Source: an optimization exercise on an open RTL-to-GDS flow (aim: small area and a short achievable clock period). Production flows keep margins and buffers that such runs may drop.
Where RTL was checked, it was by simulation tests only, not by an equivalence proof against the original.
For run 2, only the layout was checked, not whether the RTL still works.
Power is estimated from default activity; no workload was simulated.

==> design/flow/constraint.sdc <==
create_clock -name core_clock -period 2.8 [get_ports {clk}]
set_input_delay 0.5600 -clock core_clock [delete_from_list [all_inputs] [get_ports {clk}]]
set_output_delay 0.5600 -clock core_clock [all_outputs]
set_load 0.01 [all_outputs]
==> design/flow/config.mk <==
export PLATFORM = sky130hd
export DESIGN_NAME = FIFO
export DESIGN_NICKNAME = FIFO
export VERILOG_FILES = /design/flow/design.v
export SDC_FILE = /design/flow/constraint.sdc
export NUM_CORES = 8
export LEC_CHECK = 0
export CAP_MARGIN = 20
export CORE_MARGIN = 2
export CORE_UTILIZATION = 40
export SLEW_MARGIN = 20
==> design/flow/run.sh <==
#!/bin/bash
# synth_recipe.tcl (not shown) runs the flow's synth.tcl, then flattens the netlist and writes it again
# the make line also repeats each setting of config.mk as NAME=value (left out here)
make -C /OpenROAD-flow-scripts/flow DESIGN_CONFIG=/design/flow/config.mk WORK_HOME=/design/flow/orfs CLKGATE_MAP_FILE= SYNTH_SCRIPT=/design/flow/synth_recipe.tcl finish
==> design/flow/design.v <==
`timescale 1ns / 1ps
module FIFO #(
 parameter width=8,
 parameter depth=16
 )(
input clk,reset,
input [width-1:0] datain,
input write_en, read_en,
output reg [width-1:0] dataout,
output full,empty,output [4:0] countout);
reg [width-1:0] fifo [0:depth-1];
reg [$clog2(depth)-1:0] w_ptr,r_ptr;
reg [4:0] count;
always @ (posedge clk or negedge reset)  
begin
if (!reset)
begin 
w_ptr<=0;
r_ptr<=0;
count<=0;
dataout<=0;
end
else begin
if (write_en && !full) begin
fifo[w_ptr]<=datain;
w_ptr<=(w_ptr+1)%depth;
end
if (read_en && !empty) begin
dataout<=fifo[r_ptr];
r_ptr<=(r_ptr+1)%depth;
end
count<=count+{4'b0,write_en && !full}-{4'b0,read_en && !empty};
end 
end 
assign full=(count==depth);
assign empty=(count==0);
assign countout=count;
endmodule
==> results.ini, run 1 <==
[status]
status=finished clean

[clock_network]
clock_latency_ps=420
postCtsHoldBufs=0
cts_tree=built
clkSlewWorstSetupHoldPaths_ps=60
clock-sinks=149
cts_root_buf=clkbuf_16
htree_levels=4
cts_resized=0
cts_setup_buffers=0
cts.path.max_buffers=2
cts_buffers=17

[logic_synthesis]
syn_avg_cell_area_um2=14.77
synth.area.mux_share=0.01669
synth_compound_area_frac=0.1099
syn-cell-area_um2=6071
synthSimpleGateAreaFrac=0.07193
yosysUniqueCellTypes=46
async_flop_share=0.1409
syn_inst=411
synth-seq-cells=149
synth_top_area_frac=0.6331
synth_edf_count=128
synth_top_cell_by_area=edfxtp_1
synthesis.nets=438
yosysWarnings=2
ys.flop_type=edfxtp_1
seq_area_frac_synth=0.7197
synth_top_family_by_area=compound AO/OA/AOI/OAI gates
synth-xor-area-share=0.01443
synth_fa_ha_area_frac=0.03215
synth_top_cells_by_area=edfxtp_1 (63%), dfrtp_1 (8.7%), ha_1 (2.9%)

[sta]
final.setup.tns_ps=0
slew_headroom=0.5689
fin_crit_sh=0.9295
fin_skew_ps=7.243
clock.fmax_mhz=384.2
rsz0062_at_grt=no
maxSlewViolCount=0
worstMarginPinSlew_ps=646.7
finalHoldViolations=0
finalSetupViolations=0
period_needed_ps=2603

[drt]
vias=3735
firstDrtPassIters=5
drtIter0Drc=339
avgViaCountPerCell=5.591
drc=0
ant_nets=0
drt-total-wl_mm=14.07
routedWlPerCell_um=21.07

[critical_path]
cp_slowest_cell=fa_1
slowest_delay_ps=430
path_buf_inv=5
r2r-start=count[3]$_DFF_PN0_
cp-start-kind=flip-flop
critical_path_class=flip-flop to flip-flop
cp_cell_sequence=inv_1, ha_1, nor4b_4, nand2b_1, inv_4, ha_1, inv_1, ha_1, inv_1, fa_1, inv_1, a21oi_1, nor2_1, nor2_1, xnor2_1
reg2reg_to=count[4]$_DFF_PN0_
cp.required_ps=3100
worst_r2r_path_depth=15
cp.arrival_ps=2910
critPathMaxFanout=3
r2r_setup_slack_ps=200
cp-end-kind=flip-flop
crit_path_frequent_cell=inv_1
cp_top_family=adder cells

[global_route]
grt_pass1_vias=3828
grtUsageTotal=0.1846
antenna_found_initial=0
grt_pass1_wl_mm=21.71
grt_max_degree=19
overflow=0

[layout]
utilization=0.4803
antenna_cells=0
most-common-layout-cells=edfxtp_1 (128), buf_4 (36), nand2_1 (28)
final_common_cell=edfxtp_1
final_net_count=495
drive_gt1_frac=0.1354
syn_to_final_growth_pct=18.94

[worst_hold_path]
min-delay-path-class=input pin to asynchronous set/reset pin

[power]
powerDensity_nw_per_um2=1031
power_leakage_nw=2.537
max-vdd-ir-drop_mv=0.5603

[die]
coreArea_um2=15030
die_w_um=127.2
num_rows=45
num_io_pins=27
start_util=0.4038
fp.dieArea_um2=16180
die_h_um=127.2

[flow_run]
maxCapViolations=0

[placement]
detailed_place_hpwl_mm=9.463
gp_congestion=0.8318
io_buffers=26

==> flip-flops by register name, indices dropped and copies added (netlist names) <==
register,flops
dataout,8
r_ptr,4
count,5
w_ptr,4
fifo,128
==> worst reg2reg max path, delay by kind of cell, from the launching register on <==
family | cells | cell delay [ps]
and+or+nand+nor | 4 | 570
AOI/OAI and AO/OA | 1 | 60
adders and majority gates | 4 | 1020
buffers and inverters | 5 | 320
DFF | 1 | 410
xor gates and xnor gates | 1 | 110
==> per-stage QoR <==
stage	power (mW)	hold slack, ps	cells	cell area (µm²)	setup WS, ps
global placement	5.431	468.7	637	6698	162.3
detailed placement	5.470	471.4	637	6698	138.5
finish	7.443	439.3	668	7221	197.3
global route	7.846	439.7	668	7221	4.199
floorplan	4.543	264.4	411	6080	37.41
CTS	7.499	425.7	668	7221	187.7
==> how the worst max path moves through the flow <==
stage | slack (ps) | endpoint | cells after the start | from
detailed placement | 140 | count[4]$_DFF_PN0_ | 13 | write_en
global placement | 160 | count[4]$_DFF_PN0_ | 13 | write_en
floorplan | 40 | count[4]$_DFF_PN0_ | 17 | count[3]$_DFF_PN0_
finish | 200 | count[4]$_DFF_PN0_ | 15 | count[3]$_DFF_PN0_
global route | 4 | count[4]$_DFF_PN0_ | 15 | count[3]$_DFF_PN0_
CTS | 190 | count[4]$_DFF_PN0_ | 15 | count[3]$_DFF_PN0_
==> logic make-up (layout without fill, tap and decap cells) <==
logic type	after synthesis	count (layout)
AOI/OAI and AO/OA	96	96
xor gates and xnor gates	10	10
adders and majority gates	15	15
buffers and inverters	41	110
DFF	149	149
muxes	10	10
and+or+nand+nor	90	90
==> cell type report <==
| cell class | instances | area (µm²) |
|---|---|---|
| multi-input cells | 221 | 1496 |
| clock inverters | 12 | 90.09 |
| fillers | 1289 | 7812 |
| inverters | 17 | 66.31 |
| repair buffers | 62 | 530.5 |
| well taps | 188 | 235.2 |
| flip-flops and latches | 149 | 4369 |
| clock buffers | 19 | 432.9 |
==> report_power, final <==
group,leakage (nW),internal [mW],switching (mW)
combinational,0.893,1.02,1.49
sequential,1.40,2.68,0.237
clock,0.246,1.19,0.820
total,2.54,4.89,2.55
==> per-layer routing <==
metal / up-vias / routed length, µm / global-route usage
li1: 1712 / - / -
met1: 1882 / 5841 / 0.2350
met2: 117 / 7065 / 0.3052
met3: 24 / 826 / 0.04397
met4: 0 / 340 / 0.07757
met5: - / 0 / 0
==> Yosys cell counts (4+ instances only) <==
cell / n
a222oi_1: 4
mux2i_1: 9
a221oi_1: 18
a22oi_1: 10
buf_2: 10
o21ai_0: 18
buf_6: 5
nor3_1: 12
nor2_1: 18
inv_1: 16
a211oi_1: 4
edfxtp_1: 128
o22ai_1: 8
a22o_1: 4
nand2b_1: 4
clkbuf_1: 5
ha_1: 14
a21oi_1: 15
nand3_1: 10
dfrtp_1: 21
xnor2_1: 9
nand2_1: 28
nand4_1: 6
==> inputs of run 2 (changes only) <==
==> design/flow/design.v (replaced) <==
`timescale 1ns / 1ps
module FIFO #(
 parameter width=8,
 parameter depth=16
 )(
input clk,reset,
input [width-1:0] datain,
input write_en, read_en,
output reg [width-1:0] dataout,
output full,empty,output [4:0] countout);
reg [width-1:0] fifo [0:depth-1];
reg [3:0] w_ptr;
reg [depth-1:0] rsel;
reg [4:0] count;
reg       empty_r;
wire wa = write_en & ~count[4];
wire ra, nra;
fifo_nand2 ura (.a(read_en), .b(~empty_r), .y(nra));
fifo_inv   urb (.a(nra), .y(ra));
wire [3:0] wlo_n, whi_n;
wire [15:0] wsel;
wire [3:0] w_n;
wire nfull;
fifo_inv uwi0 (.a(w_ptr[0]), .y(w_n[0]));
fifo_inv uwi1 (.a(w_ptr[1]), .y(w_n[1]));
fifo_inv uwi2 (.a(w_ptr[2]), .y(w_n[2]));
fifo_inv uwi3 (.a(w_ptr[3]), .y(w_n[3]));
fifo_inv uwf  (.a(count[4]), .y(nfull));
fifo_nand2 uwl0 (.a(w_n[0]),   .b(w_n[1]),   .y(wlo_n[0]));
fifo_nand2 uwl1 (.a(w_ptr[0]), .b(w_n[1]),   .y(wlo_n[1]));
fifo_nand2 uwl2 (.a(w_n[0]),   .b(w_ptr[1]), .y(wlo_n[2]));
fifo_nand2 uwl3 (.a(w_ptr[0]), .b(w_ptr[1]), .y(wlo_n[3]));
fifo_nand3 uwh0 (.a(w_n[2]),   .b(w_n[3]),   .c(nfull), .y(whi_n[0]));
fifo_nand3 uwh1 (.a(w_ptr[2]), .b(w_n[3]),   .c(nfull), .y(whi_n[1]));
fifo_nand3 uwh2 (.a(w_n[2]),   .b(w_ptr[3]), .c(nfull), .y(whi_n[2]));
fifo_nand3 uwh3 (.a(w_ptr[2]), .b(w_ptr[3]), .c(nfull), .y(whi_n[3]));
genvar g;
generate for (g = 0; g < depth; g = g + 1) begin : sel
  fifo_nor2 uw (.a(wlo_n[g % 4]), .b(whi_n[g / 4]), .y(wsel[g]));
end endgenerate
integer i;
always @(posedge clk) begin
  for (i = 0; i < depth; i = i + 1)
    if (wsel[i]) fifo[i] <= datain;
end
wire [width-1:0] dnext;
generate for (g = 0; g < width; g = g + 1) begin : rb
  wire [7:0] t;
  wire p0, p1;
  genvar k;
  for (k = 0; k < 8; k = k + 1) begin : a
    fifo_aoi22 u (.a1(rsel[2*k]), .a2(fifo[2*k][g]), .b1(rsel[2*k+1]), .b2(fifo[2*k+1][g]), .y(t[k]));
  end
  fifo_nand4 u0 (.a(t[0]), .b(t[1]), .c(t[2]), .d(t[3]), .y(p0));
  fifo_nand4 u1 (.a(t[4]), .b(t[5]), .c(t[6]), .d(t[7]), .y(p1));
  fifo_o32a  u2 (.a1(nra), .a2(p0), .a3(p1), .b1(ra), .b2(dataout[g]), .x(dnext[g]));
end endgenerate
wire up = wa & ~ra;
wire dn = ra & ~wa;
reg [4:0] cnext;
reg       cu, cd;
always @* begin
  cu = up; cd = dn;
  for (i = 0; i < 5; i = i + 1) begin
    cnext[i] = count[i] ^ (cu | cd);
    cu = cu & count[i];
    cd = cd & ~count[i];
  end
end
wire one = count[0] & (count[3:1] == 3'd0);
always @(posedge clk or negedge reset) begin
  if (!reset) begin
    w_ptr   <= 4'd0;
    rsel    <= {{(depth-1){1'b0}}, 1'b1};
    count   <= 5'd0;
    empty_r <= 1'b1;
    dataout <= {width{1'b0}};
  end else begin
    if (wa) w_ptr <= w_ptr + 4'd1;
    if (ra) rsel <= {rsel[depth-2:0], rsel[depth-1]};
    dataout <= dnext;
    count   <= cnext;
    empty_r <= (empty_r | (one & read_en)) & ~wa;
  end
end
assign full = count[4];
assign empty = empty_r;
assign countout = count;
endmodule
module fifo_inv (input a, output y);
  assign y = ~a;
endmodule
module fifo_nand2 (input a, b, output y);
  assign y = ~(a & b);
endmodule
module fifo_nand3 (input a, b, c, output y);
  assign y = ~(a & b & c);
endmodule
module fifo_nand4 (input a, b, c, d, output y);
  assign y = ~(a & b & c & d);
endmodule
module fifo_nor2 (input a, b, output y);
  assign y = ~(a | b);
endmodule
module fifo_aoi22 (input a1, a2, b1, b2, output y);
  assign y = ~((a1 & a2) | (b1 & b2));
endmodule
module fifo_o32a (input a1, a2, a3, b1, b2, output x);
  assign x = (a1 | a2 | a3) & (b1 | b2);
endmodule
--- a/design/flow/config.mk
+++ b/design/flow/config.mk
@@ -11 +11,2 @@
 export SLEW_MARGIN = 20
+export SYNTH_HIERARCHICAL = 1
==> results.ini, run 2 <==
[critical_path]
slowest_delay_ps=530  ; +100 ps
r2r_setup_slack_ps=910  ; +710 ps
cp-end-kind=output pin
cp_cell_sequence=clkdlybuf4s50_1
cp.required_ps=2240  ; -860 ps
r2r-start=count[4]$_DFF_PN0_
worst_r2r_path_depth=3  ; -12
critPathMaxFanout=2  ; -1
cp_top_family=flip-flops
cp.arrival_ps=1470  ; -1440 ps
cp_slowest_cell=dfstp_2
critical_path_class=flip-flop to output pin
cp-start-kind=flip-flop
reg2reg_to=fifo[9][1]$_DFFE_PP_
path_buf_inv=1  ; -4

[drt]
avgViaCountPerCell=5.576  ; -0.27%
routedWlPerCell_um=22.63  ; +7.4%
vias=3223  ; -14%
firstDrtPassIters=4  ; -1
drc=0  ; unchanged
drt-total-wl_mm=13.08  ; -7.0%
ant_nets=0  ; unchanged
drtIter0Drc=279  ; -18%

[clock_network]
clock_latency_ps=410  ; about the same
cts_tree=built
htree_levels=4  ; unchanged
cts_setup_buffers=0  ; unchanged
postCtsHoldBufs=0  ; unchanged
clock-sinks=162  ; +8.7%
cts_buffers=17  ; unchanged
cts.path.max_buffers=2  ; unchanged
clkSlewWorstSetupHoldPaths_ps=60  ; about the same
cts_root_buf=clkbuf_16
cts_resized=0  ; unchanged

[die]
num_rows=45  ; unchanged
die_w_um=128.7  ; +1.2%
start_util=0.4093  ; +0.005472
num_io_pins=27  ; unchanged
fp.dieArea_um2=16570  ; +2.4%
die_h_um=128.7  ; +1.2%
coreArea_um2=15200  ; +1.1%

[power]
powerDensity_nw_per_um2=887.5  ; -14%
power.total_mw=6.545  ; -12%
max-vdd-ir-drop_mv=0.4745  ; -15%
power_leakage_nw=2.438  ; -3.9%

[global_route]
overflow=0  ; unchanged
grt_max_degree=35  ; +16
antenna_found_initial=0  ; unchanged
grt_pass1_vias=3283  ; -14%
grt_pass1_wl_mm=20.00  ; -7.9%
grtUsageTotal=0.1691  ; -0.01548

[layout]
drive_gt1_frac=0.3128  ; +0.1774
syn_to_final_growth_pct=18.52
antenna_cells=0  ; unchanged
top_register=fifo
final_net_count=392  ; -21%
top_regs=fifo: 128 flops, rsel: 16 flops, dataout: 8 flops
final_cells=578  ; -13%
final_common_cell=edfxtp_1
largest_reg_flops=128  ; unchanged
most-common-layout-cells=edfxtp_1 (128), a22oi_2 (64), dfrtp_1 (32)

[flow_run]
maxCapViolations=0  ; unchanged

[sta]
clock.fmax_mhz=491.7  ; +28%
final.setup.tns_ps=0  ; unchanged
finalSetupViolations=0  ; unchanged
finalHoldWorstSlack_ps=227.8  ; -211.4 ps
rsz0062_at_grt=no
period_needed_ps=2034  ; -568.8 ps
fin_skew_ps=10.59  ; +3.350 ps
finalHoldViolations=0  ; unchanged
setup_slack_ps=766.1  ; +568.8 ps
fin_crit_sh=0.7264  ; -0.2031
worstMarginPinSlew_ps=874.6  ; +227.9 ps
slew_headroom=0.4148  ; -0.1541
maxSlewViolCount=0  ; unchanged

[logic_synthesis]
async_flop_share=0.2099  ; +0.06894
yosysWarnings=9  ; +7
synth_edf_count=128  ; unchanged
syn_inst=329  ; -20%
ys.flop_type=edfxtp_1
syn_avg_cell_area_um2=18.91  ; +28%
synth_commonest_cells=edfxtp_1 (128), a22oi_2 (64), dfrtp_1 (32)
seq_area_frac_synth=0.7549  ; +0.03517
synth_top_cell_by_area=edfxtp_1
synth-seq-cells=162  ; +8.7%
syn-cell-area_um2=6222  ; +2.5%
yosysUniqueCellTypes=24  ; -48%
synth_top_area_frac=0.6177  ; -0.01541
synth_top_cells_by_area=edfxtp_1 (62%), a22oi_2 (13%), dfrtp_1 (13%)
synthesis.nets=344  ; -21%
yosysMostFrequentCell=edfxtp_1

[placement]
detailed_place_hpwl_mm=8.187  ; -13%
gp_congestion=0.7616  ; -8.4%
pre_cts_slack_ps=570.6  ; +432.2 ps
io_buffers=26  ; unchanged
dp.cells=546  ; -14%

[worst_hold_path]
min-delay-path-class=input pin to asynchronous set/reset pin

[status]
status=finished clean

-- run 2: cell types whose count changed in the layout (fill, tap and decap cells not counted), sizes merged, moves of 11 or more --
cell    before  now
nand2       29    6
a22oi       10   64
nand4        6   17
dfrtp       21   32
buf         36    8
a21oi       15    2
ha          14    3
a221oi      18    0
mux2         1   17
nor3        12    1
o21ai       20    0
-- run 2: modules after synthesis, one instance, submodules excluded --
module / cells / copies in the design / flops+latches / cell area, µm²
fifo_nand3: 1 / 4 / 0 / 5.005
fifo_aoi22: 1 / 64 / 0 / 12.51
fifo_nand4: 1 / 16 / 0 / 6.256
fifo_nor2: 1 / 16 / 0 / 3.754
fifo_inv: 1 / 6 / 0 / 3.754
fifo_nand2: 1 / 5 / 0 / 3.754
FIFO: 210 / 1 / 162 / 5120
fifo_o32a: 1 / 8 / 0 / 10.01
-- run 2: worst max path at each step --
stage / from / to / slack, ps / cells after the start
2_1_floorplan: read_en / count[4]$_DFF_PN0_ / 690 / 9
3_3_place_gp: read_en / count[4]$_DFF_PN0_ / 670 / 8
3_5_place_dp: read_en / count[4]$_DFF_PN0_ / 570 / 8
4_1_cts: empty_r$_DFF_PN1_ / empty / 750 / 1
5_1_grt: count[0]$_DFF_PN0_ / countout[0] / 680 / 1
6_report: empty_r$_DFF_PN1_ / empty / 770 / 1
-- run 2: where the power goes --
| part | internal (mW) | leakage (nW) | total (mW) | switching, mW |
|---|---|---|---|---|
| logic | 0.357 | 0.540 | 0.864 | 0.507 |
| clock network | 1.58 | 0.304 | 2.47 | 0.891 |
| registers | 2.99 | 1.59 | 3.21 | 0.217 |
| total | 4.93 | 2.44 | 6.54 | 1.62 |
-- run 2: cell type report --
class | count | area [µm²]
clock buffer | 18 | 429.2
clock inverter | 14 | 209.0
fill | 1265 | 7828
inverter | 9 | 33.78
multi-input combinational | 154 | 1463
sequential | 162 | 4697
tap | 188 | 235.2
timing repair buffer | 33 | 307.8
-- run 2: routing by layer --
layer	vias to the layer above	share of wire	GRT usage
met1	1658	0.45	0.2326
met3	10	0.070	0.05239
met5	-	0	0
met2	110	0.47	0.2608
met4	0	0.011	0.05115
li1	1445	-	-
-- run 2: kinds of logic after synthesis --
| group | Yosys count | share of synthesized area |
|---|---|---|
| AO/OA/AOI/OAI | 75 | 0.1446 |
| XOR/XNOR | 8 | 0.01126 |
| multiplexers | 18 | 0.03237 |
| flip-flops | 162 | 0.7549 |
| AND/OR/NAND/NOR | 50 | 0.04082 |
| adder cells (fa/ha/maj) | 3 | 0.006033 |
| buffers and inverters | 13 | 0.01005 |
-- run 2: per-stage QoR --
| step | util | area (µm²) |
|---|---|---|
| floorplan | - | 6222 |
| global placement | 0.4431 | 6736 |
| detailed placement | 0.4431 | 6736 |
| CTS | 0.4851 | 7375 |
| global route | 0.4851 | 7375 |
| finish | 0.4851 | 7375 |

[port drivers added, routing unchanged]
The flow's constraints put no driver on any port. The routed layouts listed below were extracted and timed again, unchanged, in two steps. Step 1, drivers: a clkbuf_16 drives clk and a buf_2 each remaining input, both assumed. Step 2 moves the port delays by t, midway between the first and last clock arrival at a register: inputs arrive t later, outputs are due t later. That takes back most of the time a late clock gives input paths. a / b / c = ideal / step 1 / step 2; a / b = the first two.
run	t, ns	setup WS [ns]	latest minus earliest clock arrival (ns)	worst data-port slew with drivers (ns)
run 1	0.460	0.197 / 0.197 / 0.132	0.009 / 0.009	0.03
run 2	0.446	0.766 / 0.728 / 0.579	0.011 / 0.011	0.04
After both steps every run listed still meets setup and hold. For run 2, which loses most, drivers alone change the setup slack by -0.038 ns; drivers and shift together by -0.187 ns.
